Context: an optimization exercise on an open-source flow, tuned for small area, a short achievable clock period and few clock cycles. The choices shown serve that exercise and are no tape-out recipe. RTL that was checked went through simulation tests only; none was proved equivalent to the original. Only the layout flow was run in runs 7 and 8; the RTL was not checked for function there. Power and IR drop assume default switching activity.

--- flow/design.v ---
module huffman(clk, reset, sram_a, sram_d, sram_wen, sram_q, finish);
input            clk;
input            reset;
output     [9:0] sram_a;
output     [7:0] sram_d;
output reg       sram_wen;
input      [7:0] sram_q;
output reg       finish;
localparam RD = 2'd0, LF = 2'd1, MG = 2'd2, WR = 2'd3;
reg [7:0] a;           
reg [6:0] X;           
reg [1:0] ph;
reg [2:0] k;           
reg       hm;          
reg       v;           
reg [6:0] cnt [0:5];
reg [2:0] rk  [0:5];
reg [5:0] Q   [0:5];
assign sram_a = {2'b00, a};
assign sram_d = {1'b0, X};
integer s, j;
function ge3(input [2:0] x, input integer c);
    begin
        case (c)
        0: ge3 = 1'b1;
        1: ge3 = |x;
        2: ge3 = x[2] | x[1];
        3: ge3 = x[2] | (x[1] & x[0]);
        4: ge3 = x[2];
        5: ge3 = x[2] & (x[1] | x[0]);
        6: ge3 = x[2] & x[1];
        7: ge3 = &x;
        default: ge3 = 1'b0;
        endcase
    end
endfunction
function lt7(input [6:0] x, input [6:0] y);
    integer i;
    begin
        lt7 = 1'b0;
        for (i = 0; i < 7; i = i + 1)
            lt7 = (~x[i] & y[i]) | (~(x[i] & ~y[i]) & lt7);
    end
endfunction
reg [6:0] n_cnt [0:5];
reg [5:0] lt;
reg [5:0] tl, tm;
reg [2:0] Kl, Km;
reg [6:0] selA, selB, selL;
reg [5:0] selQ, W;
reg [4:0] Mo, Ho;
wire      S2 = ph == MG && hm;
always @(*) begin
    for (s = 0; s < 6; s = s + 1) begin
        n_cnt[s] = cnt[s] + {6'd0, v && ph == RD && sram_q[2:0] == s + 1};
        lt[s] = lt7(cnt[s], X);
    end
    for (j = 0; j < 6; j = j + 1) begin
        tl[j] = 1'b0;
        tm[j] = 1'b0;
        for (s = 0; s < 6; s = s + 1) begin
            if (lt[s] && ge3(k, s + 1) && ge3(rk[s], j)) tl[j] = 1'b1;
            if (lt[s] && ge3(rk[s], j + 2)) tm[j] = 1'b1;
        end
    end
    Kl = {tl[3], tl[1] & ~tl[3], (tl[0] & ~tl[1]) | (tl[2] & ~tl[3]) | tl[4]};
    Km = {tm[3], tm[1] & ~tm[3], (tm[0] & ~tm[1]) | (tm[2] & ~tm[3])};
    selA = 7'd0; selB = 7'd0; selL = 7'd0; selQ = 6'd0;
    for (s = 0; s < 6; s = s + 1) begin
        if (rk[s] == 3'd0) selB = selB | cnt[s];
        if (rk[s] == 3'd1) selA = selA | cnt[s];
        if (k == (s + 5) % 6) selL = selL | cnt[s];
        if (k == s) selQ = selQ | Q[s];
    end
    W = ph == MG ? {Q[0][4:0], rk[0] == 3'd0} : selQ;
    for (j = 0; j < 5; j = j + 1) begin
        Mo[j] = |(W >> (j + 1));
        Ho[j] = 1'b0;
        for (s = j + 1; s < 6; s = s + 1)
            if (W[s] && !(|(W >> (s + 1))) && W[s - 1 - j]) Ho[j] = 1'b1;
    end
end
always @(posedge clk) begin
    for (s = 0; s < 6; s = s + 1) begin
        if (reset) cnt[s] <= 7'd0;
        else if (S2 && rk[s][2:1] == 2'd0) cnt[s] <= X;
        else cnt[s] <= n_cnt[s];
        if (reset) Q[s] <= 6'd1;
        else if (S2 && rk[s][2:1] == 2'd0) Q[s] <= {Q[s][4:0], rk[s] == 3'd0};
        if (ph == MG) begin
            if (!hm) rk[s] <= rk[s];
            else if (rk[s][2:1] == 2'd0) rk[s] <= Km;
            else rk[s] <= rk[s] - (lt[s] ? 3'd2 : 3'd1);
        end else begin
            if (ge3(k, s + 1)) rk[s] <= rk[s] + {2'd0, !lt[s]};
            else rk[s] <= Kl;
        end
    end
    if (reset) begin
        a <= 8'd0;
        sram_wen <= 1'b1;
        finish <= 1'b0;
        ph <= RD;
        v <= 1'b0;
        k <= 3'd0;
    end else begin
        case (ph)
        RD: begin
            v <= 1'b1;
            X <= n_cnt[1];
            if (a == 8'd100) begin
                ph <= LF;
                k <= 3'd1;
                a <= 8'd129;
                sram_wen <= 1'b0;
            end else begin
                a <= a + 8'd1;
            end
        end
        LF: begin
            X <= selL;
            if (k == 3'd5) begin
                ph <= MG;
                k <= 3'd0;
                hm <= 1'b0;
                a <= 8'd128;
            end else begin
                k <= k + 3'd1;
                a <= a + 8'd1;
            end
        end
        MG: begin
            sram_wen <= 1'b1;
            a <= 8'd134;
            if (!hm) begin
                X <= selA + selB;
                hm <= 1'b1;
            end else begin
                X <= {2'd0, Ho};
                if (k == 3'd4) begin
                    ph <= WR;
                    sram_wen <= 1'b0;
                    k <= 3'd1;
                    hm <= 1'b0;
                end else begin
                    k <= k + 3'd1;
                    hm <= (k == 3'd3);
                end
            end
        end
        WR: begin
            X <= {2'd0, hm ? Mo : Ho};
            a <= a + 8'd1;
            if (k == 3'd5) begin
                k <= 3'd0;
                hm <= 1'b1;
            end else begin
                k <= k + 3'd1;
            end
            if (a == 8'd145) finish <= 1'b1;
        end
        endcase
    end
end
endmodule
--- flow/run.sh ---
#!/bin/bash
# synth_recipe.tcl (not shown) runs the flow's synth.tcl, then flattens the netlist and writes it again
# the make line also repeats each setting of config.mk as NAME=value (left out here)
make -C /OpenROAD-flow-scripts/flow DESIGN_CONFIG=/design/flow/config.mk WORK_HOME=/design/flow/orfs CLKGATE_MAP_FILE= SYNTH_SCRIPT=/design/flow/synth_recipe.tcl finish
--- flow/config.mk ---
export PLATFORM = sky130hd
export DESIGN_NAME = huffman
export DESIGN_NICKNAME = huffman
export VERILOG_FILES = /design/flow/design.v
export SDC_FILE = /design/flow/constraint.sdc
export NUM_CORES = 4
export LEC_CHECK = 0
export CAP_MARGIN = 20
export CORE_MARGIN = 2
export CORE_UTILIZATION = 30
export SLEW_MARGIN = 20
--- flow/constraint.sdc ---
create_clock -name core_clock -period 7.0 [get_ports {clk}]
set_input_delay 1.4000 -clock core_clock [delete_from_list [all_inputs] [get_ports {clk}]]
set_output_delay 1.4000 -clock core_clock [all_outputs]
set_load 0.01 [all_outputs]
==> results of run 1 <==
-- logic make-up (layout without fill, tap and decap cells) --
| group | count (synthesis) | count (layout) |
|---|---|---|
| AOI/OAI and AO/OA | 338 | 338 |
| xor gates and xnor gates | 48 | 48 |
| adders and majority gates | 65 | 65 |
| buffers and inverters | 143 | 131 |
| DFF | 120 | 120 |
| muxes | 15 | 15 |
| other | 1 | 3 |
| and+or+nand+nor | 401 | 401 |
-- state kept, by name, summed over array words and instances, names as in the netlist --
name / count
cnt: 42
k: 3
hm: 1
rk: 18
v: 1
sram_wen: 1
a: 8
finish: 1
X: 7
Q: 36
ph: 2
-- cell usage in the layout (no fill, tap or decap), types with 4 or more instances in the layout --
cell type	n
nand2_1	165
nor2_1	104
dfxtp_1	94
a21oi_1	88
inv_1	61
ha_1	50
a22oi_1	44
o21ai_0	43
nand3_1	41
a211oi_1	37
xnor2_1	33
edfxtp_1	26
nand2b_1	25
a221oi_1	20
clkdlybuf4s50_1	20
a222oi_1	19
clkbuf_16	18
xor2_1	15
nor2b_1	14
nor3_1	13
o211ai_1	13
buf_4	13
a32oi_1	10
o22ai_1	10
and3_1	9
mux2i_1	8
mux2_2	7
fa_1	7
o32ai_1	6
and2_1	5
a221o_1	5
a31oi_1	5
o2111ai_1	4
a22o_1	4
maj3_1	4
maj3_2	4
clkbuf_8	4
-- worst max path at each step --
stage                     startpoint       end  slack (ns)
after floorplan             rk[0][1]      X[5]        3.96
after global placement          X[3]  rk[2][0]        3.01
after detailed placement        X[4]  rk[2][0]        3.13
after CTS                       X[4]  rk[2][0]        3.12
after global routing            X[3]  rk[2][0]        2.80
final                           X[4]  rk[2][0]        3.01
-- per-layer routing --
metal  global-route usage  vias to the layer above  share of wire
li1                     -                     4041              -
met1                0.264                     4045           0.43
met2                0.320                      377           0.46
met3               0.0316                       92          0.083
met4               0.0871                        0          0.035
met5                    0                        -              0
-- power breakdown --
group / total, uW / leakage, uW / switching (uW) / internal (uW)
Clock: 936 / 0.000310 / 352 / 585
Combinational: 714 / 0.00232 / 467 / 247
Sequential: 906 / 0.00106 / 133 / 773
Total: 2560 / 0.00369 / 952 / 1600
-- per-stage QoR --
step,util,area [um2]
after floorplan,-,8840
after detailed placement,0.322,9310
after CTS,0.344,9920
final,0.344,9920
after global placement,0.322,9310
after global routing,0.344,9920
-- worst reg2reg max path, stage by stage, from the launching register on --
cell	delay (ns)
edfxtp_1	0.63
clkinv_1	0.50
a221o_1	0.47
a31oi_1	0.31
nand3_1	0.18
o211ai_1	0.34
a211o_1	0.38
a31oi_1	0.14
a2111oi_4	0.55
a222oi_1	0.22
-- final cells by class --
type                    count  area [um2]  area share
flip-flops and latches    120        2660       0.268
inverters                  65         244      0.0246
repair buffers             34         303      0.0305
multi-input cells         870        5620       0.566
clock inverters             9         109      0.0110
well taps                 384         480      0.0484
clock buffers              23         509      0.0513
==> reports/metrics.yaml, run 1 <==
status: "finished clean"
place_inst: 1473
synth_most_common_cell: "nand2_1"
grt_pass1_vias: 8330
chipWidth_um: 176
cp-end-kind: "register"
yosys_most_used_dff: "dfxtp_1"
worstMarginPinSlew_ns: 1.11
tns_ns: 0
vias: 8555
place.gp.congestion: 0.945
final.period_utilization: 0.570
slowest_stage: "edfxtp_1"
p_leak_uw: 0.00369
path_max_fanout: 12
numCtsBuffers: 17
grt_max_degree: 67
async_flop_share: 0
slew_headroom: 0.255
cp.required_ns: 7.15
cts_tree: "built"
synth_top_family_by_area: "compound AO/OA/AOI/OAI gates"
grt_pass1_wl_um: 47700
nFillCells: 3098
synth_area_um2: 8830
clkTransAtPathRegs_ns: 0.06
min_period_ns: 3.99
synth_seq_cells: 120
drt-initial-drc-count: 1104
syn_inst: 1131
postCtsHoldBufs: 0
antenna_found_initial: 0
worst_slack_ns: 3.01
synth_top_area_share: 0.213
row_count: 62
hp-start: "Q[5][5]"
critPathMostFrequentCell: "a31oi_1"
io_pins: 30
cts_buffer_depth: 2
ys_top_cells_by_count: "nand2_1 (165), nor2_1 (104), dfxtp_1 (94)"
fmax_ghz: 0.251
diodes: 0
hold_depth: 2
route.detailed.drc: 0
total_power_uw: 2560
clock_skew_ns: 0.00867
root_buffer: "clkbuf_16"
synth_edf_count: 26
final_layout_size_suffix_gt1_frac: 0.0633
path_buf_inv: 1
synth_compound_area_frac: 0.268
die-area_um2: 30800
die_h_um: 176
drv_slew: 0
via_per_inst: 5.68
insertion_delay_ns: 0.44
ant_nets: 0
crit_family: "compound AO/OA/AOI/OAI gates"
cts_sinks: 120
r2r-start: "X[4]"
port_buffers: 21
hold-path-endpoint: "Q[5][5]"
synth_fa_ha_area_frac: 0.0963
dp_hpwl_um: 21000
worst_setup_path_start_kind: "register"
regToRegSetupSlack_ns: 3.01
path_depth: 9
ys_types: 73
cp_cell_sequence: "clkinv_1 -> a221o_1 -> a31oi_1 -> nand3_1 -> o211ai_1 -> a211o_1 -> a31oi_1 -> a2111oi_4 -> a222oi_1"
synthXorXnorAreaFrac: 0.0476
cts_resized: 0
worstPathArrival_ns: 4.14
overflow: 0
nets: 1175
avgSynthCellArea_um2: 7.81
start_util: 0.306
hold_viol_final: 0
whs_ns: 0.455
first_pass_iters: 8
cts_max_level: 4
routedWlPerCell_um: 20.2
hold_class: "reg2reg"
wl_um: 30300
synthMuxAreaShare: 0.0180
rsz0062_at_grt: "false"
dpl_worst_slack_ns: 3.13
syn_to_final_growth_pct: 12.4
core_area_um2: 28900
seq_area_frac_synth: 0.302
finalSetupViolCount: 0
r2r_end: "rk[2][0]"
ys_top_cells_by_area: "dfxtp_1 (21%), edfxtp_1 (8.8%), ha_1 (7.1%), nand2_1 (7.0%), a21oi_1 (5.0%)"
drv_cap: 0
irDropWorstVdd_mv: 0.133
synthSimpleGateAreaFrac: 0.204
yosysWarnings: 5
crit_type: "reg2reg"
grt.total_usage: 0.199
r2r_cells: 9
critPathMaxStageDelay_ns: 0.63
synth_area_leader_cell: "dfxtp_1"
instances_no_fill: 1505
cts_setup_buffers: 0
power.density_nw_per_um2: 258
Testbench counts, summed over its fixed seeds: cycles 8,192.
==> run 2: changes to the inputs <==
--- a/flow/config.mk
+++ b/flow/config.mk
@@ -8,4 +8,5 @@
 export CAP_MARGIN = 20
 export CORE_MARGIN = 2
 export CORE_UTILIZATION = 30
+export SETUP_SLACK_MARGIN = 4.5
 export SLEW_MARGIN = 20
==> reports/metrics.yaml, run 2 <==
cts_buffer_depth: 2  # unchanged
synth_area_um2: 8830  # unchanged
finalSetupViolCount: 0  # unchanged
synthMuxAreaShare: 0.0180  # unchanged
synth_edf_count: 26  # unchanged
final_common_cell: "nand2_1"
worstPathArrival_ns: 3.46  # -0.68 ns
synth_fa_ha_area_frac: 0.0963  # unchanged
hold_class: "reg2reg"
io_pins: 30  # unchanged
switching_share: 0.390  # +0.0179
p_leak_uw: 0.00470  # +27%
seq_area_frac_synth: 0.302  # unchanged
grt_pass1_wl_um: 53600  # +12%
final_layout_size_suffix_gt1_frac: 0.332  # +0.268
root_buffer: "clkbuf_16"
slowest_stage: "or4_4"
cts_tree: "built"
min_period_ns: 3.17  # -0.815 ns
routedWlPerCell_um: 21.1  # +4.5%
core_area_um2: 28900  # unchanged
cts_sinks: 120  # unchanged
synthSimpleGateAreaFrac: 0.204  # unchanged
first_pass_iters: 9  # +1
synthXorXnorAreaFrac: 0.0476  # unchanged
cp.required_ns: 7.29  # +0.14 ns
crit_type: "reg2reg"
diodes: 0  # unchanged
place.gp.congestion: 0.941  # -0.44%
critPathMaxStageDelay_ns: 0.61  # -0.02 ns
insertion_delay_ns: 0.44  # about the same
clkTransAtPathRegs_ns: 0.06  # about the same
fin_util: 0.429  # +0.0855
worstMarginPinSlew_ns: 0.963  # -0.150 ns
drv_slew: 0  # unchanged
vias: 9708  # +13%
synth_compound_area_frac: 0.268  # unchanged
chipWidth_um: 176  # unchanged
grt.total_usage: 0.225  # +0.0260
cts_max_level: 4  # unchanged
die_h_um: 176  # unchanged
ys_top_cells_by_area: "dfxtp_1 (21%), edfxtp_1 (8.8%), ha_1 (7.1%), nand2_1 (7.0%), a21oi_1 (5.0%)"
power.density_nw_per_um2: 245  # -4.7%
irDropWorstVdd_mv: 0.185  # +39%
dp_hpwl_um: 21200  # +0.76%
p_sw_uw: 1190  # +25%
status: "finished clean"
cp-end-kind: "register"
row_count: 62  # unchanged
rsz0062_at_grt: "true"
largest_register_ffs: 42  # unchanged
avgSynthCellArea_um2: 7.81  # unchanged
pwr-share-clk: 0.295  # -0.071
hold_viol_final: 0  # unchanged
route.detailed.drc: 0  # unchanged
slew_headroom: 0.358  # +0.102
path_max_fanout: 6  # -6
largestRegisters: "cnt: 42 flops, Q: 36 flops, rk: 18 flops"
combPwrFrac: 0.428  # +0.149
synth_seq_cells: 120  # unchanged
syn_inst: 1131  # unchanged
ys_top_cells_by_count: "nand2_1 (165), nor2_1 (104), dfxtp_1 (94)"
fmax_ghz: 0.315  # +26%
port_buffers: 21  # unchanged
yosysWarnings: 5  # unchanged
antenna_found_initial: 0  # unchanged
cp_cell_sequence: "nor2b_4 -> maj3_2 -> maj3_2 -> o21ai_2 -> o22ai_1 -> or4_4 -> o221a_4 -> a22o_1 -> a21oi_2"
max_flop_register: "cnt"
final_cell_mix: "nand2_1 (156), buf_4 (142), dfxtp_1 (81), a21oi_1 (81), nor2_1 (76)"
synth_area_leader_cell: "dfxtp_1"
drv_cap: 0  # unchanged
worst_setup_path_start_kind: "register"
synth_most_common_cell: "nand2_1"
async_flop_share: 0  # unchanged
synth_top_family_by_area: "compound AO/OA/AOI/OAI gates"
die-area_um2: 30800  # unchanged
wl_um: 35200  # +16%
final.period_utilization: 0.454  # -0.116
start_util: 0.306  # unchanged
ys_types: 73  # unchanged
grt_pass1_vias: 9267  # +11%
nets: 1341  # +14%
postCtsHoldBufs: 0  # unchanged
critPathMostFrequentCell: "maj3_2"
tns_ns: 0  # unchanged
whs_ns: 0.454  # -0.00119 ns
ant_nets: 0  # unchanged
yosys_most_used_dff: "dfxtp_1"
grt_max_degree: 84  # +25%
overflow: 0  # unchanged
nFillCells: 2821  # -8.9%
intPower_uw: 1850  # +16%
clock_skew_ns: 0.00894  # +0.000271 ns
seqPwrFrac: 0.277  # -0.077
syn_to_final_growth_pct: 40.3
via_per_inst: 5.81  # +2.2%
synth_top_area_share: 0.213  # unchanged
numCtsBuffers: 17  # unchanged
drt-initial-drc-count: 1270  # +15%
-- run 2: cell counts after synthesis --
No cell type changed its count.
-- run 2: routing by layer --
layer | vias to the layer above | wire length [um] | track usage
li1 | 4380 | - | -
met1 | 4607 | 13800 | 0.288
met2 | 572 | 15900 | 0.356
met3 | 149 | 3590 | 0.0522
met4 | 0 | 1860 | 0.111
met5 | - | 0 | 0
-- run 2: cell families after synthesis --
family	Yosys count
AND/OR/NAND/NOR	401
other	1
multiplexers	15
adder cells (fa/ha/maj)	65
AO/OA/AOI/OAI	338
flip-flops	120
buffers and inverters	143
XOR/XNOR	48
-- run 2: what timing repair did --
item / in CTS / in global routing
endpoints found under the setup margin: 122 / 93
cloned: 4 / 0
gates resized for setup: 210 / 83
pin swaps: 52 / 74
setup buffers: 132 / 33
-- run 2: worst max-delay path: cells and delay by family, from the launching register on --
| kind | cells | cell delay [ns] |
|---|---|---|
| DFF | 1 | 0.53 |
| AOI/OAI and AO/OA | 5 | 1.02 |
| adders and majority gates | 2 | 0.68 |
| and+or+nand+nor | 2 | 0.80 |
-- run 2: through the flow --
stage	area [um2]	cells	power [uW]	setup slack, ns
4_1_cts	11800	1638	2880	3.95
2_1_floorplan	9180	1133	1360	4.13
5_1_grt	12400	1671	3150	3.77
3_3_place_gp	9590	1470	1630	2.99
3_5_place_dp	9590	1470	1640	3.01
6_report	12400	1671	3040	3.83
-- run 2: cell type report --
class,count,area (um2),area share
Tap cell,384,480,0.0388
Inverter,65,272,0.0219
Multi-Input combinational cell,870,6640,0.536
Timing Repair Buffer,197,1710,0.138
Clock buffer,18,450,0.0363
Timing Repair inverter,3,20.0,0.00162
Sequential cell,120,2690,0.217
Clock inverter,14,138,0.0111
-- run 2: path summary, 6_finish.rpt --
kind,from,slack [ns],endpoint,depth (start not counted)
hold / removal,Q[4][5],0.45,Q[4][5],2
setup / recovery,X[4],3.83,rk[4][0],9
setup reg to reg,X[4],3.83,rk[4][0],9
hold reg to reg,Q[4][5],0.45,Q[4][5],2
-- run 2: power by group through the flow --
stage               logic [uW]  registers, uW  clock network (uW)
finish                    1300            841                 899
global route              1360            848                 939
CTS                       1140            837                 904
detailed placement         724            914                   0
global placement           721            913                   0
floorplan                  507            858                   0
==> run 3: changes to the inputs <==
--- a/flow/design.v
+++ b/flow/design.v
@@ -35,11 +35,17 @@
     end
 endfunction
 function lt7(input [6:0] x, input [6:0] y);
-    integer i;
+    reg [6:0] l, g;
+    reg l10, g10, l32, g32, l54, g54, l30, g30, l64, g64;
     begin
-        lt7 = 1'b0;
-        for (i = 0; i < 7; i = i + 1)
-            lt7 = (~x[i] & y[i]) | (~(x[i] & ~y[i]) & lt7);
+        l = ~x & y;
+        g = x & ~y;
+        l10 = l[1] | (~g[1] & l[0]);  g10 = g[1] | (~l[1] & g[0]);
+        l32 = l[3] | (~g[3] & l[2]);  g32 = g[3] | (~l[3] & g[2]);
+        l54 = l[5] | (~g[5] & l[4]);  g54 = g[5] | (~l[5] & g[4]);
+        l30 = l32 | (~g32 & l10);     g30 = g32 | (~l32 & g10);
+        l64 = l[6] | (~g[6] & l54);   g64 = g[6] | (~l[6] & g54);
+        lt7 = l64 | (~g64 & l30);
     end
 endfunction
 reg [6:0] n_cnt [0:5];
@@ -49,6 +55,7 @@
 reg [6:0] selA, selB, selL;
 reg [5:0] selQ, W;
 reg [4:0] Mo, Ho;
+reg [6:0] nX;
 wire      S2 = ph == MG && hm;
 always @(*) begin
     for (s = 0; s < 6; s = s + 1) begin
@@ -79,8 +86,17 @@
         for (s = j + 1; s < 6; s = s + 1)
             if (W[s] && !(|(W >> (s + 1))) && W[s - 1 - j]) Ho[j] = 1'b1;
     end
+    case (ph)
+    RD: nX = n_cnt[1];
+    LF: nX = selL;
+    MG: nX = hm ? {2'd0, Ho} : selA + selB;
+    default: nX = {2'd0, hm ? Mo : Ho};
+    endcase
 end
 always @(posedge clk) begin
+    X <= nX;
+    sram_wen <= reset || (ph == RD && a != 8'd100) || (ph == MG && !(hm && k == 3'd4));
+    finish <= !reset && ph == WR && a == 8'd145;
     for (s = 0; s < 6; s = s + 1) begin
         if (reset) cnt[s] <= 7'd0;
         else if (S2 && rk[s][2:1] == 2'd0) cnt[s] <= X;
@@ -98,8 +114,6 @@
     end
     if (reset) begin
         a <= 8'd0;
-        sram_wen <= 1'b1;
-        finish <= 1'b0;
         ph <= RD;
         v <= 1'b0;
         k <= 3'd0;
@@ -107,18 +121,15 @@
         case (ph)
         RD: begin
             v <= 1'b1;
-            X <= n_cnt[1];
             if (a == 8'd100) begin
                 ph <= LF;
                 k <= 3'd1;
                 a <= 8'd129;
-                sram_wen <= 1'b0;
             end else begin
                 a <= a + 8'd1;
             end
         end
         LF: begin
-            X <= selL;
             if (k == 3'd5) begin
                 ph <= MG;
                 k <= 3'd0;
@@ -130,26 +141,19 @@
             end
         end
         MG: begin
-            sram_wen <= 1'b1;
             a <= 8'd134;
             if (!hm) begin
-                X <= selA + selB;
                 hm <= 1'b1;
+            end else if (k == 3'd4) begin
+                ph <= WR;
+                k <= 3'd1;
+                hm <= 1'b0;
             end else begin
-                X <= {2'd0, Ho};
-                if (k == 3'd4) begin
-                    ph <= WR;
-                    sram_wen <= 1'b0;
-                    k <= 3'd1;
-                    hm <= 1'b0;
-                end else begin
-                    k <= k + 3'd1;
-                    hm <= (k == 3'd3);
-                end
+                k <= k + 3'd1;
+                hm <= (k == 3'd3);
             end
         end
         WR: begin
-            X <= {2'd0, hm ? Mo : Ho};
             a <= a + 8'd1;
             if (k == 3'd5) begin
                 k <= 3'd0;
@@ -157,7 +161,6 @@
             end else begin
                 k <= k + 3'd1;
             end
-            if (a == 8'd145) finish <= 1'b1;
         end
         endcase
     end
--- a/flow/config.mk
+++ b/flow/config.mk
@@ -8,5 +8,5 @@
 export CAP_MARGIN = 20
 export CORE_MARGIN = 2
 export CORE_UTILIZATION = 30
-export SETUP_SLACK_MARGIN = 4.5
+export SETUP_SLACK_MARGIN = 3.5
 export SLEW_MARGIN = 20
==> reports/metrics.yaml, run 3 <==
synth_top_area_share: 0.217  # +0.00368
cts_tree: "built"
slew_headroom: 0.348  # -0.00932
async_flop_share: 0  # unchanged
finalInstanceArea_um2: 10600  # -14%
nFillCells: 3185  # +13%
hold-path-endpoint: "Q[0][5]"
ys_types: 95  # +30%
worst_slack_ns: 3.54  # -0.283 ns
place.gp.congestion: 0.900  # -4.3%
ys_top_cells_by_area: "dfxtp_1 (22%), ha_1 (6.7%), nand2_1 (6.6%), edfxtp_1 (6.1%), a21oi_1 (5.5%)"
status: "finished clean"
cts_sinks: 120  # unchanged
insertion_delay_ns: 0.43  # about the same
p_leak_uw: 0.00414  # -12%
final_common_cell: "nand2_1"
drt-initial-drc-count: 1293  # +1.8%
core_area_um2: 30600  # +6.0%
r2r_cells: 11  # +2
clkTransAtPathRegs_ns: 0.07  # about the same
syn_to_final_growth_pct: 13.7
slowest_stage: "a2111oi_0"
hold_class: "reg2reg"
clock_skew_ns: 0.0153  # +0.00638 ns
synth_seq_cells: 120  # unchanged
final_cell_mix: "nand2_1 (165), nor2_1 (106), a21oi_1 (103)"
cp-end-kind: "register"
root_buffer: "clkbuf_16"
irDropWorstVdd_mv: 0.118  # -36%
routedWlPerCell_um: 20.2  # -3.9%
r2r-start: "X[2]"
hold_depth: 2  # unchanged
overflow: 0  # unchanged
yosys_most_used_dff: "dfxtp_1"
power.density_nw_per_um2: 190  # -23%
dpl-instance-area_um2: 9640  # +0.56%
final_layout_size_suffix_gt1_frac: 0.136  # -0.196
diodes: 0  # unchanged
min_period_ns: 3.46  # +0.283 ns
ant_nets: 0  # unchanged
hold_viol_final: 0  # unchanged
nets: 1261  # -6.0%
cp_cell_sequence: "inv_4 -> a222oi_1 -> o2bb2ai_1 -> a221oi_4 -> buf_4 -> buf_4 -> nor2_1 -> a2111oi_0 -> a211oi_2 -> nor3_4 -> a222oi_1"
worst_setup_path_start_kind: "register"
max_flop_register: "cnt"
worstPathArrival_ns: 3.60  # +0.14 ns
place_inst: 1533  # +4.3%
port_buffers: 21  # unchanged
start_util: 0.305  # -0.00109
io_pins: 30  # unchanged
worstMarginPinSlew_ns: 0.977  # +0.0140 ns
synth_edf_count: 19  # -27%
largestRegisters: "cnt: 42 flops, Q: 36 flops, rk: 18 flops"
crit_type: "reg2reg"
critPathMaxStageDelay_ns: 0.47  # -0.14 ns
antenna_found_initial: 0  # unchanged
grt.total_usage: 0.191  # -0.0344
largest_register_ffs: 42  # unchanged
grt_pass1_vias: 8499  # -8.3%
hp-start: "Q[0][5]"
cts_max_level: 4  # unchanged
vias: 9327  # -3.9%
synth_most_common_cell: "nand2_1"
row_count: 64  # +3.2%
regToRegSetupSlack_ns: 3.54  # -0.28 ns
r2r_end: "rk[3][0]"
syn_inst: 1192  # +5.4%
chipWidth_um: 180  # +2.7%
postCtsHoldBufs: 0  # unchanged
cts_buffer_depth: 2  # unchanged
grt_max_degree: 54  # -36%
first_pass_iters: 9  # unchanged
yosysWarnings: 5  # unchanged
die-area_um2: 32500  # +5.5%
rsz0062_at_grt: "true"
instances_no_fill: 1603  # -4.1%
tns_ns: 0  # unchanged
numCtsBuffers: 17  # unchanged
path_max_fanout: 17  # +11
final.period_utilization: 0.494  # +0.0404
route.detailed.drc: 0  # unchanged
synth_area_leader_cell: "dfxtp_1"
cp.required_ns: 7.14  # -0.15 ns
fmax_ghz: 0.289  # -8.2%
drv_cap: 0  # unchanged
ys_top_cells_by_count: "nand2_1 (165), nor2_1 (116), a21oi_1 (103)"
drv_slew: 0  # unchanged
synth_area_um2: 9330  # +5.6%
via_per_inst: 5.82  # +0.15%
grt_pass1_wl_um: 49200  # -8.3%
wl_um: 32400  # -7.8%
dpl_worst_slack_ns: 3.10  # +0.0893 ns
finalSetupViolCount: 0  # unchanged
dp_hpwl_um: 21900  # +3.8%
avgSynthCellArea_um2: 7.83  # +0.22%
die_h_um: 180  # +2.7%
seq_area_frac_synth: 0.278  # -0.0236
## run 3: cell count changes after synthesis, moves of 7 or more
cell and delta:
a32oi_1 -7, edfxtp_1 -7, o21ai_0 +8, a21o_1 +7
nand2b_1 -12, a21oi_1 +15, nor2_1 +12, nand3_1 -7
a211o_1 +7, clkbuf_8 +10, nor2b_1 -8, o211ai_1 -8
dfxtp_1 +7
## run 3: how the worst max path moves through the flow
stage	start	end	slack, ns	cells after the start
floorplan	rk[5][2]	X[6]	3.91	17
global placement	X[3]	rk[5][0]	3.07	9
detailed placement	X[3]	rk[3][0]	3.10	9
CTS	X[5]	rk[3][0]	3.52	9
global route	rk[4][2]	X[6]	3.46	15
finish	X[2]	rk[3][0]	3.54	11
## run 3: power breakdown
| part | total (uW) | switching (uW) | internal, uW |
|---|---|---|---|
| Combinational | 370 | 239 | 131 |
| Clock | 880 | 382 | 498 |
| Sequential | 762 | 39.2 | 722 |
## run 3: per-layer routing
metal	wire [um]	global-route usage	up-vias
li1	-	-	4317
met1	14300	0.261	4417
met2	14000	0.290	490
met3	2640	0.0307	103
met4	1540	0.0942	0
met5	0	0	-
## run 3: worst max-delay path: cells and delay by family (launching register included)
kind,cells,cell delay (ns)
buffers and inverters,3,0.56
and+or+nand+nor,2,0.50
DFF,1,0.44
AOI/OAI and AO/OA,6,1.63
## run 3: metrics by stage
| step | power, uW | hold slack, ns | util |
|---|---|---|---|
| floorplan | 992 | 0.436 | - |
| global placement | 1110 | 0.447 | 0.315 |
| detailed placement | 1110 | 0.451 | 0.315 |
| CTS | 1990 | 0.460 | 0.337 |
| global route | 2080 | 0.488 | 0.347 |
| finish | 2010 | 0.455 | 0.347 |
## run 3: layout make-up
type,instances,area [um2],area share
multi-input cells,921,6110,0.576
clock buffers,18,429,0.0405
flip-flops and latches,120,2600,0.245
well taps,396,495,0.0467
repair buffers,73,596,0.0562
inverters,61,239,0.0225
clock inverters,14,140,0.0132
## run 3: cell families (layout without fill, tap and decap cells)
family,count (synthesis),after routing,synth area share
adder cells (fa/ha/maj),60,60,0.0853
AND/OR/NAND/NOR,405,406,0.197
other,1,3,0.000402
XOR/XNOR,48,48,0.0451
flip-flops,120,120,0.278
buffers and inverters,154,166,0.0806
AO/OA/AOI/OAI,386,386,0.292
multiplexers,18,18,0.0211
## run 3: what timing repair did
| item | in CTS | in global routing |
|---|---|---|
| pin swaps | 2 | 5 |
| resized for setup | 14 | 15 |
| endpoints found under the hold margin | 0 | 0 |
| setup buffers | 7 | 30 |
| setup endpoints to repair | 15 | 23 |
| cloned | 0 | 1 |
Testbench counts of run 3, summed over its fixed seeds: cycles 8,192.
==> run 4: changes to the inputs <==
--- a/flow/config.mk
+++ b/flow/config.mk
@@ -8,5 +8,5 @@
 export CAP_MARGIN = 20
 export CORE_MARGIN = 2
 export CORE_UTILIZATION = 30
-export SETUP_SLACK_MARGIN = 3.5
+export SETUP_SLACK_MARGIN = 4.0
 export SLEW_MARGIN = 20
==> reports/metrics.yaml, run 4 <==
yosysWarnings: 5  # unchanged
hold_depth: 2  # unchanged
final_cell_mix: "nand2_1 (158), a21oi_1 (101), nor2_1 (98)"
slew_headroom: 0.314  # -0.0344
r2r_end: "rk[1][0]"
grt_max_degree: 92  # +70%
final_layout_size_suffix_gt1_frac: 0.233  # +0.0969
chipWidth_um: 180  # unchanged
nets: 1317  # +4.4%
crit_type: "reg2reg"
worstMarginPinSlew_ns: 1.03  # +0.0515 ns
min_period_ns: 3.11  # -0.342 ns
wl_um: 34700  # +7.0%
top_layer: "met4"
insertion_delay_ns: 0.43  # about the same
instances_no_fill: 1659  # +3.5%
status: "finished clean"
avgSynthCellArea_um2: 7.83  # unchanged
worst_setup_path_start_kind: "register"
via_per_inst: 5.89  # +1.3%
regToRegSetupSlack_ns: 3.89  # +0.34 ns
drt-initial-drc-count: 1136  # -12%
die_h_um: 180  # unchanged
final.period_utilization: 0.445  # -0.0489
row_count: 64  # unchanged
cts_buffer_depth: 2  # unchanged
synth_edf_count: 19  # unchanged
largest_register_ffs: 42  # unchanged
start_util: 0.305  # unchanged
hold-path-endpoint: "Q[4][5]"
antenna_found_initial: 0  # unchanged
synth_top_area_share: 0.217  # unchanged
hp-start: "Q[4][5]"
cts_sinks: 120  # unchanged
cp.required_ns: 7.14  # about the same
grt.total_usage: 0.203  # +0.0121
ant_nets: 0  # unchanged
p_leak_uw: 0.00452  # +9.2%
root_buffer: "clkbuf_16"
total_power_uw: 2110  # +4.8%
finalSetupViolCount: 0  # unchanged
synth_most_common_cell: "nand2_1"
yosys_most_used_dff: "dfxtp_1"
final_common_cell: "nand2_1"
slowest_stage: "a211oi_4"
hold_class: "reg2reg"
clock_skew_ns: 0.00929  # -0.00603 ns
ys_top_cells_by_area: "dfxtp_1 (22%), ha_1 (6.7%), nand2_1 (6.6%), edfxtp_1 (6.1%), a21oi_1 (5.5%)"
largestRegisters: "cnt: 42 flops, Q: 36 flops, rk: 18 flops"
first_pass_iters: 6  # -3
cp-startpoint: "X[3]"
port_buffers: 21  # unchanged
wl_met3_um: 3200  # +21%
r2r-start: "X[3]"
ys_types: 95  # unchanged
diodes: 0  # unchanged
place.gp.congestion: 0.910  # +1.0%
r2r_cells: 11  # unchanged
route.detailed.drc: 0  # unchanged
max_flop_register: "cnt"
synth_area_um2: 9330  # unchanged
syn_inst: 1192  # unchanged
synth_seq_cells: 120  # unchanged
ys_top_cells_by_count: "nand2_1 (165), nor2_1 (116), a21oi_1 (103)"
hold_viol_final: 0  # unchanged
seq_area_frac_synth: 0.278  # unchanged
wl_met1_um: 14400  # +0.36%
cts_max_level: 4  # unchanged
grt_pass1_vias: 8898  # +4.7%
path_max_fanout: 6  # -11
clkTransAtPathRegs_ns: 0.06  # about the same
overflow: 0  # unchanged
rsz0062_at_grt: "true"
power.density_nw_per_um2: 184  # -3.1%
cts_tree: "built"
irDropWorstVdd_mv: 0.173  # +46%
vias: 9778  # +4.8%
drv_cap: 0  # unchanged
grt_pass1_wl_um: 52100  # +6.1%
cp-end-kind: "register"
postCtsHoldBufs: 0  # unchanged
fin_util: 0.375  # +0.0284
synth_area_leader_cell: "dfxtp_1"
cp_cell_sequence: "buf_4 -> nor2_1 -> a21o_1 -> a211oi_2 -> a211oi_4 -> o22ai_1 -> a2111oi_0 -> o221ai_1 -> a211oi_4 -> buf_4 -> a221oi_1"
core_area_um2: 30600  # unchanged
io_pins: 30  # unchanged
worstPathArrival_ns: 3.26  # -0.34 ns
routedWlPerCell_um: 20.9  # +3.4%
numCtsBuffers: 17  # unchanged
critPathMaxStageDelay_ns: 0.48  # about the same
fmax_ghz: 0.321  # +11%
die-area_um2: 32500  # unchanged
tns_ns: 0  # unchanged
async_flop_share: 0  # unchanged
dp_hpwl_um: 21800  # -0.87%
syn_to_final_growth_pct: 23.0
dr_wl_met2_um: 15100  # +8.0%
place_inst: 1531  # -0.13%
drv_slew: 0  # unchanged
==> run 4: cell count changes in the layout (fill, tap and decap cells not counted), sizes merged <==
cell / change
inv: +6
clkinv: -6
buf: +55
clkinvlp: +2
dlymetal6s2s: +2
nor3: -1
clkdlybuf4s50: -3
dlygate4sd2: +1
==> run 4: final cells by class <==
| type | count | area [um2] |
|---|---|---|
| clock buffers | 17 | 425 |
| clock inverters | 15 | 153 |
| fillers | 3095 | 19100 |
| inverters | 61 | 249 |
| multi-input cells | 920 | 6430 |
| flip-flops and latches | 120 | 2630 |
| well taps | 396 | 495 |
| repair buffers | 129 | 1090 |
| repair inverters | 1 | 7.51 |
==> run 4: worst max-delay path, delay by kind of cell, from the launching register on <==
family                 cells  cell delay, ns
DFF                        1            0.38
and+or+nand+nor            1            0.16
AOI/OAI and AO/OA          8            1.97
buffers and inverters      2            0.34
==> run 4: per-stage QoR <==
| step | hold WS, ns | worst slack [ns] | cell area (um2) |
|---|---|---|---|
| after global placement | 0.446 | 3.05 | 9630 |
| final | 0.465 | 3.89 | 11500 |
| after detailed placement | 0.452 | 3.14 | 9640 |
| after floorplan | 0.436 | 3.98 | 9350 |
| after CTS | 0.462 | 3.99 | 11100 |
| after global routing | 0.477 | 3.79 | 11500 |
==> run 4: per-layer routing <==
metal	global-route usage	vias to the layer above
li1	-	4416
met2	0.309	543
met1	0.271	4669
met3	0.0398	150
met5	0	-
met4	0.105	0
==> run 4: worst max path at each step <==
stage | slack, ns | cells after the start | to
floorplan | 3.98 | 17 | X[6]
global placement | 3.05 | 9 | rk[2][0]
detailed placement | 3.14 | 9 | rk[3][0]
CTS | 3.99 | 10 | rk[2][0]
global route | 3.79 | 16 | X[6]
finish | 3.89 | 11 | rk[1][0]
==> run 4: power by group <==
group	internal [uW]	total [uW]	leakage [uW]	switching, uW
clock	505	907	0.000292	402
combinational	170	447	0.00317	277
sequential	720	753	0.00106	33.3
total	1400	2110	0.00452	712
==> run 4: logic make-up after synthesis <==
kind of cell / after synthesis / share of synthesized area
flip-flops: 120 / 0.278
multiplexers: 18 / 0.0211
buffers and inverters: 154 / 0.0806
AND/OR/NAND/NOR: 405 / 0.197
adder cells (fa/ha/maj): 60 / 0.0853
XOR/XNOR: 48 / 0.0451
other: 1 / 0.000402
AO/OA/AOI/OAI: 386 / 0.292
==> run 4: repair_timing <==
item | 4_1_cts | 5_1_grt
pin swaps | 23 | 18
buffers inserted | 72 | 22
gates resized for setup | 75 | 74
gates cloned | 1 | 1
endpoints found under the setup margin | 88 | 86
==> run 5: changes to the inputs <==
==> flow/flow/run.sh (new file) <==
#!/bin/bash
# Own layout flow: the standard synthesis, then the combinational logic
# re-mapped by ABC with its default (area-recovering) script, keeping every
# register instance of the standard synthesis as it is; then the standard
# layout from floorplan to finish on the re-mapped netlist.
set -euo pipefail
W=$(pwd)
YOSYS=${FLOW_HOME}/../tools/install/yosys/bin/yosys
R=$W/orfs/results/${FLOW_PLATFORM}/huffman/base

bash standard.sh synth > $W/flow_synth.log 2>&1
cp $R/1_2_yosys.v $W/std_synth.v
cd $W
$YOSYS -s $W/flow/remap.ys > $W/flow_remap.log 2>&1
cp $W/remapped.v $R/1_2_yosys.v
rm -f $R/1_synth.odb
bash standard.sh finish > $W/flow_finish.log 2>&1
==> flow/flow/remap.ys (new file) <==
read_liberty -ignore_miss_func /OpenROAD-flow-scripts/flow/platforms/sky130hd/lib/sky130_fd_sc_hd__tt_025C_1v80.lib
read_verilog std_synth.v
hierarchy -top huffman
setattr -mod -set keep_hierarchy 1 sky130_fd_sc_hd__df* sky130_fd_sc_hd__edf* sky130_fd_sc_hd__conb_1
flatten
opt_clean
abc -liberty /OpenROAD-flow-scripts/flow/platforms/sky130hd/lib/sky130_fd_sc_hd__tt_025C_1v80.lib -dont_use *lpflow* -dont_use *probe*
opt_clean -purge
setundef -zero
hilomap -singleton -hicell sky130_fd_sc_hd__conb_1 HI -locell sky130_fd_sc_hd__conb_1 LO
splitnets
insbuf -buf sky130_fd_sc_hd__buf_4 A X
opt_clean -purge
select huffman
stat -liberty /OpenROAD-flow-scripts/flow/platforms/sky130hd/lib/sky130_fd_sc_hd__tt_025C_1v80.lib
write_verilog -noattr -selected remapped.v
==> flow/standard.sh (new file) <==
#!/bin/bash
# synth_recipe.tcl (not shown) runs the flow's synth.tcl, then flattens the netlist and writes it again
# the make line also repeats each setting of config.mk as NAME=value (left out here)
make -C /OpenROAD-flow-scripts/flow DESIGN_CONFIG=/design/flow/config.mk WORK_HOME=/design/flow/orfs CLKGATE_MAP_FILE= SYNTH_SCRIPT=/design/flow/synth_recipe.tcl "${@:-finish}"
--- a/flow/config.mk
+++ b/flow/config.mk
@@ -8,5 +8,4 @@
 export CAP_MARGIN = 20
 export CORE_MARGIN = 2
 export CORE_UTILIZATION = 30
-export SETUP_SLACK_MARGIN = 4.0
 export SLEW_MARGIN = 20
removed: flow/run.sh
==> reports/metrics.yaml, run 5 <==
status: "finished clean"
route.detailed.drc: 0  # unchanged
chipWidth_um: 165  # -8.6%
r2r_cells: 10  # -1
largestRegisters: "cnt: 42 flops, Q: 36 flops, rk: 18 flops"
cts_buffer_depth: 2  # unchanged
worst_setup_path_start_kind: "register"
routedWlPerCell_um: 20.5  # -2.1%
final.period_utilization: 0.646  # +0.201
io_pins: 30  # unchanged
grt_pass1_wl_um: 45300  # -13%
grt.total_usage: 0.219  # +0.0162
port_buffers: 21  # unchanged
avgSynthCellArea_um2: 7.71  # -1.4%
critPathMostFrequentCell: "a211oi_1"
place.gp.congestion: 0.958  # +5.3%
cts_setup_buffers: 0  # -100%
ant_nets: 0  # unchanged
slew_headroom: 0.321  # +0.00648
cp.required_ns: 7.26  # +0.12 ns
wl_um: 28700  # -17%
numCtsBuffers: 17  # unchanged
min_period_ns: 4.52  # +1.41 ns
overflow: 0  # unchanged
dp_hpwl_um: 20000  # -8.0%
slowest_stage: "a211oi_1"
crit_family: "compound AO/OA/AOI/OAI gates"
final_common_cell: "nand2_1"
hold_viol_final: 0  # unchanged
yosysWarnings: 5  # unchanged
path_buf_inv: 0  # -2
p_leak_uw: 0.00309  # -32%
first_pass_iters: 9  # +3
power.density_nw_per_um2: 281  # +53%
cts_tree: "built"
syn_to_final_growth_pct: 16.9
postCtsHoldBufs: 0  # unchanged
rsz0062_at_grt: "false"
syn_inst: 1006  # -16%
grt_pass1_vias: 7827  # -12%
final_cell_mix: "nand2_1 (146), nor2_1 (123), dfxtp_1 (101)"
max_flop_register: "cnt"
grt_max_degree: 73  # -21%
path_max_fanout: 13  # +7
worstPathArrival_ns: 4.78  # +1.52 ns
crit_type: "reg2reg"
instances_no_fill: 1401  # -16%
cp_cell_sequence: "nor2b_1 -> maj3_1 -> a21o_1 -> a31oi_1 -> or2_0 -> o2111ai_1 -> a211oi_1 -> nand2_1 -> a32o_1 -> a211oi_1"
nFillCells: 2716  # -12%
cp-end-kind: "register"
root_buffer: "clkbuf_16"
largest_register_ffs: 42  # unchanged
synth_area_um2: 7760  # -17%
insertion_delay_ns: 0.44  # about the same
diodes: 0  # unchanged
hold_depth: 2  # unchanged
cts_resized: 0  # -100%
hold_class: "reg2reg"
drv_cap: 0  # unchanged
critPathMaxStageDelay_ns: 0.78  # +0.30 ns
clkTransAtPathRegs_ns: 0.07  # about the same
worstMarginPinSlew_ns: 1.01  # -0.0160 ns
place_inst: 1369  # -11%
die-area_um2: 27200  # -16%
finalSetupViolCount: 0  # unchanged
row_count: 58  # -9.4%
clock_skew_ns: 0.0132  # +0.00388 ns
start_util: 0.307  # +0.00234
irDropWorstVdd_mv: 0.134  # -22%
vias: 8352  # -15%
tns_ns: 0  # unchanged
nets: 1068  # -19%
die_h_um: 165  # -8.6%
cts_max_level: 4  # unchanged
core_area_um2: 25300  # -17%
drt-initial-drc-count: 1108  # -2.5%
cts_sinks: 120  # unchanged
via_per_inst: 5.96  # +1.1%
final_layout_size_suffix_gt1_frac: 0.0579  # -0.175
antenna_found_initial: 0  # unchanged
path_depth: 10  # -1
fmax_ghz: 0.221  # -31%
drv_slew: 0  # unchanged
[run 5: final timing paths]
kind            from  slack [ns]  endpoint
max             X[0]        2.48  rk[5][1]
max reg2reg     X[0]        2.48  rk[5][1]
min reg2reg  Q[1][5]        0.46   Q[1][5]
min          Q[1][5]        0.46   Q[1][5]
[run 5: where the power goes]
group / internal (uW) / total [uW] / switching (uW)
Clock: 525 / 900 / 375
Combinational: 271 / 760 / 488
Sequential: 758 / 885 / 126
[run 5: metal layers]
layer | global-route usage | share of wire
met5 | 0 | 0
met4 | 0.111 | 0.052
met3 | 0.0535 | 0.086
met2 | 0.326 | 0.42
met1 | 0.293 | 0.44
[run 5: layout make-up]
class / count / area, um2 / share of cell area
clock buffer: 21 / 503 / 0.0555
clock inverter: 11 / 97.6 / 0.0108
inverter: 28 / 105 / 0.0116
multi-input combinational: 842 / 4940 / 0.545
sequential: 120 / 2590 / 0.286
tap: 330 / 413 / 0.0455
timing repair buffer: 49 / 418 / 0.0461
[run 5: tightest hold or removal path, stage by stage (launching register included)]
cell and delay (ns):
dfxtp_1 0.31, nand2_1 0.05, a21oi_1 0.06
[run 5: metrics by stage]
stage | area, um2 | power [uW] | hold slack [ns] | setup WS, ns | util
finish | 9070 | 2540 | 0.461 | 2.48 | 0.359
detailed placement | 8460 | 1620 | 0.450 | 2.76 | 0.335
CTS | 9060 | 2520 | 0.459 | 2.72 | 0.359
global route | 9070 | 2650 | 0.490 | 2.36 | 0.359
global placement | 8460 | 1610 | 0.448 | 2.75 | 0.335
floorplan | 7770 | 1310 | 0.430 | 3.72 | -
==> run 6: changes to the inputs <==
--- a/flow/config.mk
+++ b/flow/config.mk
@@ -8,4 +8,5 @@
 export CAP_MARGIN = 20
 export CORE_MARGIN = 2
 export CORE_UTILIZATION = 30
+export SETUP_SLACK_MARGIN = 4.0
 export SLEW_MARGIN = 20
==> reports/metrics.yaml, run 6 <==
crit_type: "reg2reg"
final.period_utilization: 0.428  # -0.217
postCtsHoldBufs: 0  # unchanged
grt_pass1_vias: 7955  # +1.6%
grt_pass1_wl_um: 47000  # +3.8%
cts_max_level: 4  # unchanged
worst_setup_path_start_kind: "register"
irDropWorstVdd_mv: 0.202  # +50%
rsz0062_at_grt: "true"
route.detailed.drc: 0  # unchanged
drv_cap: 0  # unchanged
final_layout_size_suffix_gt1_frac: 0.205  # +0.147
syn_to_final_growth_pct: 30.7
io_pins: 30  # unchanged
core_area_um2: 25300  # unchanged
power.density_nw_per_um2: 281  # about the same
synth_area_um2: 7760  # unchanged
insertion_delay_ns: 0.43  # about the same
dpl_worst_slack_ns: 2.59  # -0.167 ns
yosysWarnings: 5  # unchanged
clkTransAtPathRegs_ns: 0.06  # about the same
cts_sinks: 120  # unchanged
drv_slew: 0  # unchanged
worstMarginPinSlew_ns: 0.945  # -0.0679 ns
slew_headroom: 0.370  # +0.0495
die-area_um2: 27200  # unchanged
cts_buffer_depth: 2  # unchanged
worstPathArrival_ns: 3.31  # -1.47 ns
fmax_ghz: 0.333  # +51%
cp.required_ns: 7.31  # +0.05 ns
grt.total_usage: 0.227  # +0.00845
port_buffers: 21  # unchanged
grt_max_degree: 50  # -32%
die_h_um: 165  # unchanged
hold_class: "reg2reg"
hold_viol_final: 0  # unchanged
final_cell_mix: "nand2_1 (143), nor2_1 (111), buf_4 (99)"
first_pass_iters: 11  # +2
root_buffer: "clkbuf_16"
whs_ns: 0.459  # -0.00150 ns
final_common_cell: "nand2_1"
path_max_fanout: 7  # -6
wl_um: 31100  # +8.4%
largest_register_ffs: 42  # unchanged
nets: 1144  # +7.1%
status: "finished clean"
vias: 8790  # +5.2%
dp_hpwl_um: 20000  # about the same
cp-end-kind: "register"
p_leak_uw: 0.00359  # +16%
syn_inst: 1006  # unchanged
chipWidth_um: 165  # unchanged
min_period_ns: 3.00  # -1.52 ns
via_per_inst: 5.95  # -0.17%
finalSetupViolCount: 0  # unchanged
row_count: 58  # unchanged
drt-initial-drc-count: 1219  # +10%
routedWlPerCell_um: 21.1  # +2.8%
worst_slack_ns: 4.00  # +1.52 ns
tns_ns: 0  # unchanged
avgSynthCellArea_um2: 7.71  # unchanged
start_util: 0.307  # unchanged
place.gp.congestion: 0.935  # -2.4%
antenna_found_initial: 0  # unchanged
diodes: 0  # unchanged
numCtsBuffers: 17  # unchanged
largestRegisters: "cnt: 42 flops, Q: 36 flops, rk: 18 flops"
ant_nets: 0  # unchanged
overflow: 0  # unchanged
max_flop_register: "cnt"
clock_skew_ns: 0.0112  # -0.00193 ns
cts_tree: "built"
run 6: power by group:
group          switching (uW)  total, uW  internal [uW]  leakage [uW]
combinational             646       1120            470       0.00226
clock                     376        868            492      0.000274
sequential                104        864            760       0.00105
run 6: what timing repair did:
action | in CTS | in global routing
resized for setup | 75 | 48
setup endpoints to repair | 44 | 30
setup buffers | 67 | 20
pin swaps | 26 | 29
hold endpoints to repair | 0 | 0
run 6: worst paths after layout:
path / slack, ns / cells after the start / start / to
setup / recovery: 4.00 / 10 / rk[5][1] / X[6]
hold reg to reg: 0.46 / 2 / Q[4][5] / Q[4][5]
hold / removal: 0.46 / 2 / Q[4][5] / Q[4][5]
setup reg to reg: 4.00 / 10 / rk[5][1] / X[6]
run 6: area by class of cell:
type	count	area, um2
Inverter	28	123
Timing Repair Buffer	125	996
Sequential cell	120	2630
Tap cell	330	413
Clock inverter	13	109
Fill cell	2604	15100
Clock buffer	19	464
Multi-Input combinational cell	842	5410
run 6: layer usage:
metal,GRT usage,part of all wire
met1,0.301,0.42
met2,0.347,0.44
met3,0.0510,0.094
met4,0.115,0.051
met5,0,0
run 6: critical path: stages, from the launching register on:
cell      delay [ns]
edfxtp_1        0.49
nor3b_4         0.48
a222oi_1        0.19
nand2_1         0.16
xnor2_2         0.15
o31ai_2         0.11
maj3_2          0.32
maj3_2          0.33
maj3_2          0.32
xnor2_1         0.14
o22a_1          0.19
run 6: through the flow:
stage	instance area (um2)	total power (uW)	instances	utilization
after floorplan	7900	1350	1008	-
after global placement	8510	1620	1357	0.337
after detailed placement	8520	1630	1358	0.337
after CTS	9840	2740	1457	0.390
after global routing	10100	2930	1477	0.402
final	10100	2850	1477	0.402
==> run 7: changes to the inputs <==
--- a/flow/design.v
+++ b/flow/design.v
@@ -14,26 +14,11 @@
 reg       hm;          
 reg       v;           
 reg [6:0] cnt [0:5];
-reg [2:0] rk  [0:5];
+reg [4:0] R   [0:5];
 reg [5:0] Q   [0:5];
 assign sram_a = {2'b00, a};
 assign sram_d = {1'b0, X};
 integer s, j;
-function ge3(input [2:0] x, input integer c);
-    begin
-        case (c)
-        0: ge3 = 1'b1;
-        1: ge3 = |x;
-        2: ge3 = x[2] | x[1];
-        3: ge3 = x[2] | (x[1] & x[0]);
-        4: ge3 = x[2];
-        5: ge3 = x[2] & (x[1] | x[0]);
-        6: ge3 = x[2] & x[1];
-        7: ge3 = &x;
-        default: ge3 = 1'b0;
-        endcase
-    end
-endfunction
 function lt7(input [6:0] x, input [6:0] y);
     reg [6:0] l, g;
     reg l10, g10, l32, g32, l54, g54, l30, g30, l64, g64;
@@ -50,8 +35,7 @@
 endfunction
 reg [6:0] n_cnt [0:5];
 reg [5:0] lt;
-reg [5:0] tl, tm;
-reg [2:0] Kl, Km;
+reg [4:0] tl, tm;
 reg [6:0] selA, selB, selL;
 reg [5:0] selQ, W;
 reg [4:0] Mo, Ho;
@@ -62,24 +46,22 @@
         n_cnt[s] = cnt[s] + {6'd0, v && ph == RD && sram_q[2:0] == s + 1};
         lt[s] = lt7(cnt[s], X);
     end
-    for (j = 0; j < 6; j = j + 1) begin
+    for (j = 0; j < 5; j = j + 1) begin
         tl[j] = 1'b0;
         tm[j] = 1'b0;
         for (s = 0; s < 6; s = s + 1) begin
-            if (lt[s] && ge3(k, s + 1) && ge3(rk[s], j)) tl[j] = 1'b1;
-            if (lt[s] && ge3(rk[s], j + 2)) tm[j] = 1'b1;
+            if (lt[s] && s < k && (j == 0 || R[s][j - 1])) tl[j] = 1'b1;
+            if (lt[s] && j < 4 && R[s][j + 1]) tm[j] = 1'b1;
         end
     end
-    Kl = {tl[3], tl[1] & ~tl[3], (tl[0] & ~tl[1]) | (tl[2] & ~tl[3]) | tl[4]};
-    Km = {tm[3], tm[1] & ~tm[3], (tm[0] & ~tm[1]) | (tm[2] & ~tm[3])};
     selA = 7'd0; selB = 7'd0; selL = 7'd0; selQ = 6'd0;
     for (s = 0; s < 6; s = s + 1) begin
-        if (rk[s] == 3'd0) selB = selB | cnt[s];
-        if (rk[s] == 3'd1) selA = selA | cnt[s];
+        if (!R[s][0]) selB = selB | cnt[s];
+        if (R[s][0] && !R[s][1]) selA = selA | cnt[s];
         if (k == (s + 5) % 6) selL = selL | cnt[s];
         if (k == s) selQ = selQ | Q[s];
     end
-    W = ph == MG ? {Q[0][4:0], rk[0] == 3'd0} : selQ;
+    W = ph == MG ? {Q[0][4:0], !R[0][0]} : selQ;
     for (j = 0; j < 5; j = j + 1) begin
         Mo[j] = |(W >> (j + 1));
         Ho[j] = 1'b0;
@@ -99,17 +81,17 @@
     finish <= !reset && ph == WR && a == 8'd145;
     for (s = 0; s < 6; s = s + 1) begin
         if (reset) cnt[s] <= 7'd0;
-        else if (S2 && rk[s][2:1] == 2'd0) cnt[s] <= X;
+        else if (S2 && !R[s][1]) cnt[s] <= X;
         else cnt[s] <= n_cnt[s];
         if (reset) Q[s] <= 6'd1;
-        else if (S2 && rk[s][2:1] == 2'd0) Q[s] <= {Q[s][4:0], rk[s] == 3'd0};
+        else if (S2 && !R[s][1]) Q[s] <= {Q[s][4:0], !R[s][0]};
         if (ph == MG) begin
-            if (!hm) rk[s] <= rk[s];
-            else if (rk[s][2:1] == 2'd0) rk[s] <= Km;
-            else rk[s] <= rk[s] - (lt[s] ? 3'd2 : 3'd1);
+            if (!hm) R[s] <= R[s];
+            else if (!R[s][1]) R[s] <= tm;
+            else R[s] <= lt[s] ? {2'b00, R[s][4:2]} : {1'b0, R[s][4:1]};
         end else begin
-            if (ge3(k, s + 1)) rk[s] <= rk[s] + {2'd0, !lt[s]};
-            else rk[s] <= Kl;
+            if (s < k) R[s] <= lt[s] ? R[s] : {R[s][3:0], 1'b1};
+            else R[s] <= tl;
         end
     end
     if (reset) begin
==> reports/metrics.yaml, run 7 <==
insertion_delay_ns: 0.43  # about the same
whs_ns: 0.467  # +0.00783 ns
seqPwrFrac: 0.412  # +0.109
drv_slew: 0  # unchanged
tns_ns: 0  # unchanged
nets: 1103  # -3.6%
dpl-instance-area_um2: 8700  # +2.1%
p_leak_uw: 0.00332  # -7.5%
worst_slack_ns: 4.02  # +0.0187 ns
finalInstanceArea_um2: 9780  # -3.6%
antenna_found_initial: 0  # unchanged
cp-startpoint: "ph[1]"
cp-end-kind: "register"
syn_inst: 1025  # +1.9%
switching_share: 0.313  # -0.0821
die_h_um: 168  # +2.2%
min_period_ns: 2.98  # -0.0187 ns
cp_cell_sequence: "nor2b_2 -> buf_4 -> nand2_1 -> nor2_1 -> a21oi_1 -> a211oi_1"
cts_max_level: 4  # unchanged
worstMarginPinSlew_ns: 1.08  # +0.139 ns
grt.total_usage: 0.204  # -0.0236
worst_setup_path_start_kind: "register"
largestRegisters: "cnt: 42 flops, Q: 36 flops, R: 30 flops"
path_max_fanout: 35  # +28
hold_viol_final: 0  # unchanged
io_pins: 30  # unchanged
core_area_um2: 26700  # +5.8%
max_flop_register: "cnt"
grt_max_degree: 93  # +86%
dpl_worst_slack_ns: 3.14  # +0.551 ns
place.gp.congestion: 0.919  # -1.7%
row_count: 60  # +3.4%
crit_family: "simple AND/OR/NAND/NOR gates"
first_pass_iters: 7  # -4
r2r-start: "ph[1]"
diodes: 0  # unchanged
cts_tree: "built"
irDropWorstVdd_mv: 0.169  # -16%
crit_type: "reg2reg"
drv_cap: 0  # unchanged
drt-initial-drc-count: 1172  # -3.9%
final_cell_mix: "nand2_1 (156), nor2_1 (92), dfxtp_1 (90)"
postCtsHoldBufs: 0  # unchanged
synth_area_um2: 8110  # +4.6%
grt_pass1_vias: 7804  # -1.9%
via_per_inst: 5.91  # -0.70%
ant_nets: 0  # unchanged
fmax_ghz: 0.336  # +0.63%
vias: 8551  # -2.7%
intPower_uw: 1420  # -17%
power.density_nw_per_um2: 212  # -25%
final.period_utilization: 0.426  # -0.00268
slowest_stage: "nor2_1"
pwr-share-clk: 0.416  # +0.111
regToRegSetupSlack_ns: 4.02  # +0.02 ns
path_buf_inv: 1  # +1
routedWlPerCell_um: 20.3  # -3.6%
clock_skew_ns: 0.0119  # +0.000703 ns
dp_hpwl_um: 20200  # +0.77%
final_layout_size_suffix_gt1_frac: 0.128  # -0.0765
wl_um: 29400  # -5.5%
overflow: 0  # unchanged
instances_no_fill: 1447  # -2.0%
port_buffers: 21  # unchanged
root_buffer: "clkbuf_16"
largest_register_ffs: 42  # unchanged
yosysWarnings: 17  # +12
route.detailed.drc: 0  # unchanged
avgSynthCellArea_um2: 7.92  # +2.6%
cp.required_ns: 7.34  # +0.03 ns
chipWidth_um: 168  # +2.2%
slew_headroom: 0.270  # -0.100
cts_buffer_depth: 2  # unchanged
hp-start: "Q[2][4]"
status: "finished clean"
place_inst: 1381  # +1.7%
hold_class: "reg2reg"
syn_to_final_growth_pct: 20.5
critPathMaxStageDelay_ns: 0.95  # +0.46 ns
final_common_cell: "nand2_1"
worstPathArrival_ns: 3.32  # about the same
finalSetupViolCount: 0  # unchanged
numCtsBuffers: 17  # unchanged
rsz0062_at_grt: "true"
start_util: 0.304  # -0.00367
combPwrFrac: 0.172  # -0.220
die-area_um2: 28400  # +4.5%
grt_pass1_wl_um: 45400  # -3.4%
p_sw_uw: 649  # -42%
cts_sinks: 132  # +10%
clkTransAtPathRegs_ns: 0.06  # about the same
## run 7: worst min-delay path, stage by stage, from the launching register on
cell and delay (ns):
dfxtp_1 0.32, nand2_1 0.06, a21oi_1 0.05
## run 7: final timing paths
kind | endpoint | cells past startpoint
setup / recovery | cnt[5][4] | 6
hold / removal | Q[2][5] | 2
setup reg to reg | cnt[5][4] | 6
hold reg to reg | Q[2][5] | 2
## run 7: layer usage
layer  part of all wire  vias up  GRT usage
li1                   -     4040          -
met2               0.45      417      0.319
met1               0.45     4043      0.274
met5                  0        -          0
met4              0.030        0     0.0761
met3              0.075       51     0.0475
## run 7: power by group through the flow
stage                     clock [uW]  sequential (uW)  combinational, uW
after CTS                        871              852                310
after detailed placement           0              868                285
after global routing             904              857                378
after floorplan                    0              857                171
after global placement             0              868                284
final                            862              854                356
## run 7: cell type report
cell class	instances	area, um2
sequential	132	2970
clock inverter	13	95.1
tap	341	427
timing repair buffer	65	549
fill	2762	16900
multi-input combinational	829	5070
inverter	48	206
clock buffer	19	464
## run 7: per-stage QoR
stage,utilization,power [uW]
global placement,0.325,1150
global route,0.366,2140
floorplan,-,1030
detailed placement,0.326,1150
CTS,0.354,2030
finish,0.366,2070
## run 7: timing repair
item                                    4_1_cts  5_1_grt
setup buffers                                10       24
gates resized for setup                      48       45
cloned                                        0        0
endpoints found under the setup margin       78       68
pin swaps                                    11       16
==> run 8: changes to the inputs <==
--- a/flow/flow/remap.ys
+++ b/flow/flow/remap.ys
@@ -4,7 +4,7 @@
 setattr -mod -set keep_hierarchy 1 sky130_fd_sc_hd__df* sky130_fd_sc_hd__edf* sky130_fd_sc_hd__conb_1
 flatten
 opt_clean
-abc -liberty /OpenROAD-flow-scripts/flow/platforms/sky130hd/lib/sky130_fd_sc_hd__tt_025C_1v80.lib -dont_use *lpflow* -dont_use *probe*
+abc -liberty /OpenROAD-flow-scripts/flow/platforms/sky130hd/lib/sky130_fd_sc_hd__tt_025C_1v80.lib -dont_use *lpflow* -dont_use *probe* -script +strash;dch,-f;map,-a;buffer,-c;upsize,-c;dnsize,-c
 opt_clean -purge
 setundef -zero
 hilomap -singleton -hicell sky130_fd_sc_hd__conb_1 HI -locell sky130_fd_sc_hd__conb_1 LO
==> reports/metrics.yaml, run 8 <==
status: "finished clean"
crit_family: "buffers and inverters"
clkTransAtPathRegs_ns: 0.08  # +0.02 ns
yosysWarnings: 17  # unchanged
p_sw_uw: 995  # +53%
worstMarginPinSlew_ns: 0.865  # -0.220 ns
via_per_inst: 5.66  # -4.3%
antenna_found_initial: 0  # unchanged
max_flop_register: "cnt"
hold_viol_final: 0  # unchanged
crit_type: "reg2reg"
slew_headroom: 0.418  # +0.149
min_period_ns: 2.96  # -0.0214 ns
worst_setup_path_start_kind: "register"
switching_share: 0.394  # +0.0807
intPower_uw: 1530  # +7.6%
clock_skew_ns: 0.0139  # +0.00200 ns
port_buffers: 21  # unchanged
drv_slew: 0  # unchanged
final_common_cell: "nor2_1"
chipWidth_um: 174  # +3.4%
diodes: 0  # unchanged
first_pass_iters: 6  # -1
io_pins: 30  # unchanged
irDropWorstVdd_mv: 0.171  # +1.5%
top_layer: "met4"
drt-initial-drc-count: 1121  # -4.4%
path_max_fanout: 11  # -69%
cp_cell_sequence: "buf_4 -> clkinvlp_4 -> buf_4 -> a21oi_1 -> o311ai_2 -> nand2_2 -> inv_2 -> nor2_1 -> a21oi_1 -> nand3_1 -> nor2_1 -> inv_1 -> o221a_2"
die-area_um2: 30400  # +7.0%
wl_met3_um: 3190  # +45%
start_util: 0.304  # about the same
row_count: 62  # +3.3%
final_cell_mix: "nor2_1 (159), inv_1 (155), nand2_1 (126)"
largest_register_ffs: 42  # unchanged
pwr-share-clk: 0.359  # -0.057
ant_nets: 0  # unchanged
seqPwrFrac: 0.355  # -0.057
grt.total_usage: 0.235  # +0.0314
whs_ns: 0.458  # -0.00914 ns
vias: 9455  # +11%
core_area_um2: 28600  # +7.1%
combPwrFrac: 0.286  # +0.114
drv_cap: 0  # unchanged
rsz0062_at_grt: "true"
fmax_ghz: 0.338  # +0.72%
slowest_stage: "o311ai_2"
final.period_utilization: 0.423  # -0.00306
dr_wl_met2_um: 15900  # +21%
final_layout_size_suffix_gt1_frac: 0.178  # +0.0495
routedWlPerCell_um: 21.7  # +6.9%
synth_area_um2: 8690  # +7.1%
finalSetupViolCount: 0  # unchanged
place.gp.congestion: 0.991  # +7.8%
route.detailed.drc: 0  # unchanged
largestRegisters: "cnt: 42 flops, Q: 36 flops, R: 30 flops"
cts_max_level: 4  # unchanged
avgSynthCellArea_um2: 7.15  # -9.7%
wl_um: 36300  # +23%
die_h_um: 174  # +3.4%
cp.required_ns: 7.20  # -0.14 ns
syn_to_final_growth_pct: 21.4
grt_max_degree: 57  # -39%
wl_met1_um: 15800  # +21%
grt_pass1_wl_um: 54100  # +19%
numCtsBuffers: 17  # unchanged
p_leak_uw: 0.00386  # +16%
cts_buffer_depth: 2  # unchanged
dp_hpwl_um: 25600  # +27%
postCtsHoldBufs: 0  # unchanged
power.density_nw_per_um2: 239  # +13%
syn_inst: 1216  # +19%
cts_tree: "built"
nets: 1284  # +16%
worstPathArrival_ns: 3.16  # -0.16 ns
root_buffer: "clkbuf_16"
cts_sinks: 132  # unchanged
tns_ns: 0  # unchanged
hold_class: "reg2reg"
critPathMaxStageDelay_ns: 0.41  # -0.54 ns
overflow: 0  # unchanged
grt_pass1_vias: 8640  # +11%
cp-end-kind: "register"
insertion_delay_ns: 0.45  # +0.02 ns
path_buf_inv: 5  # +4
## run 8: through the flow
step / utilization / power (uW) / worst slack, ns / cell area (um2) / instances
after floorplan: - / 1310 / 4.05 / 8700 / 1218
after global placement: 0.322 / 1540 / 3.11 / 9230 / 1590
after detailed placement: 0.323 / 1540 / 3.07 / 9240 / 1591
after CTS: 0.355 / 2470 / 3.96 / 10100 / 1646
after global routing: 0.369 / 2620 / 3.96 / 10600 / 1671
final: 0.369 / 2530 / 4.04 / 10600 / 1671
## run 8: power by group through the flow
stage          logic, uW  registers, uW  clock network (uW)
6_report             723            897                 906
2_1_floorplan        389            918                   0
5_1_grt              770            904                 946
4_1_cts              646            910                 916
3_3_place_gp         602            940                   0
3_5_place_dp         601            939                   0
## run 8: layout make-up
class / count / area (um2)
clock inverter: 15 / 156
clock buffer: 17 / 425
inverter: 193 / 810
timing repair inverter: 1 / 5.00
multi-input combinational: 844 / 4940
tap: 384 / 480
timing repair buffer: 85 / 762
sequential: 132 / 2970
fill: 3010 / 18100
## run 8: worst paths after layout
check	startpoint	endpoint	slack [ns]	depth (start not counted)
setup / recovery	X[4]	R[5][3]	4.04	13
hold / removal	Q[4][5]	Q[4][5]	0.46	2
setup reg to reg	X[4]	R[5][3]	4.04	13
hold reg to reg	Q[4][5]	Q[4][5]	0.46	2
## run 8: metal layers
layer,vias to the layer above,track usage
li1,4376,-
met1,4473,0.326
met2,512,0.364
met3,94,0.0422
met4,0,0.0882
met5,-,0
## run 8: worst register-to-register path, delay by kind of cell (launching register included)
kind | cells | cell delay (ns)
AOI/OAI and AO/OA | 4 | 0.87
buffers and inverters | 5 | 0.91
DFF | 1 | 0.31
and+or+nand+nor | 4 | 0.64
## run 8: repair_timing
item | 4_1_cts | 5_1_grt
pin swaps | 7 | 11
resized for setup | 55 | 52
gates cloned | 0 | 1
endpoints found under the setup margin | 70 | 60
buffers inserted | 23 | 24

## port drivers added, routing unchanged
The flow's constraints put no driver on any port. The routed layouts listed below were extracted and timed again, unchanged, in two steps. Step 1 sets driving cells, clkbuf_16 on the clock port and buf_2 on the other inputs (assumed; they add their load-dependent delay and slew). Step 2 also shifts input and output timing later by t, the mid clock arrival at the registers, as if the neighbouring blocks saw the same clock. Three values: ideal ports, drivers, drivers and shift; two values: the first two.
run | t (ns) | setup WS [ns]
run 1 | 0.482 | 3.010 / 3.010 / 3.010
run 2 | 0.481 | 3.825 / 3.825 / 3.825
run 3 | 0.471 | 3.543 / 3.543 / 3.278
run 4 | 0.474 | 3.885 / 3.885 / 3.660
run 5 | 0.482 | 2.479 / 2.479 / 2.479
run 6 | 0.475 | 4.001 / 4.001 / 3.686
run 7 | 0.473 | 4.020 / 4.018 / 3.718
run 8 | 0.491 | 4.041 / 4.027 / 3.668
After both steps every run listed still meets setup and hold.
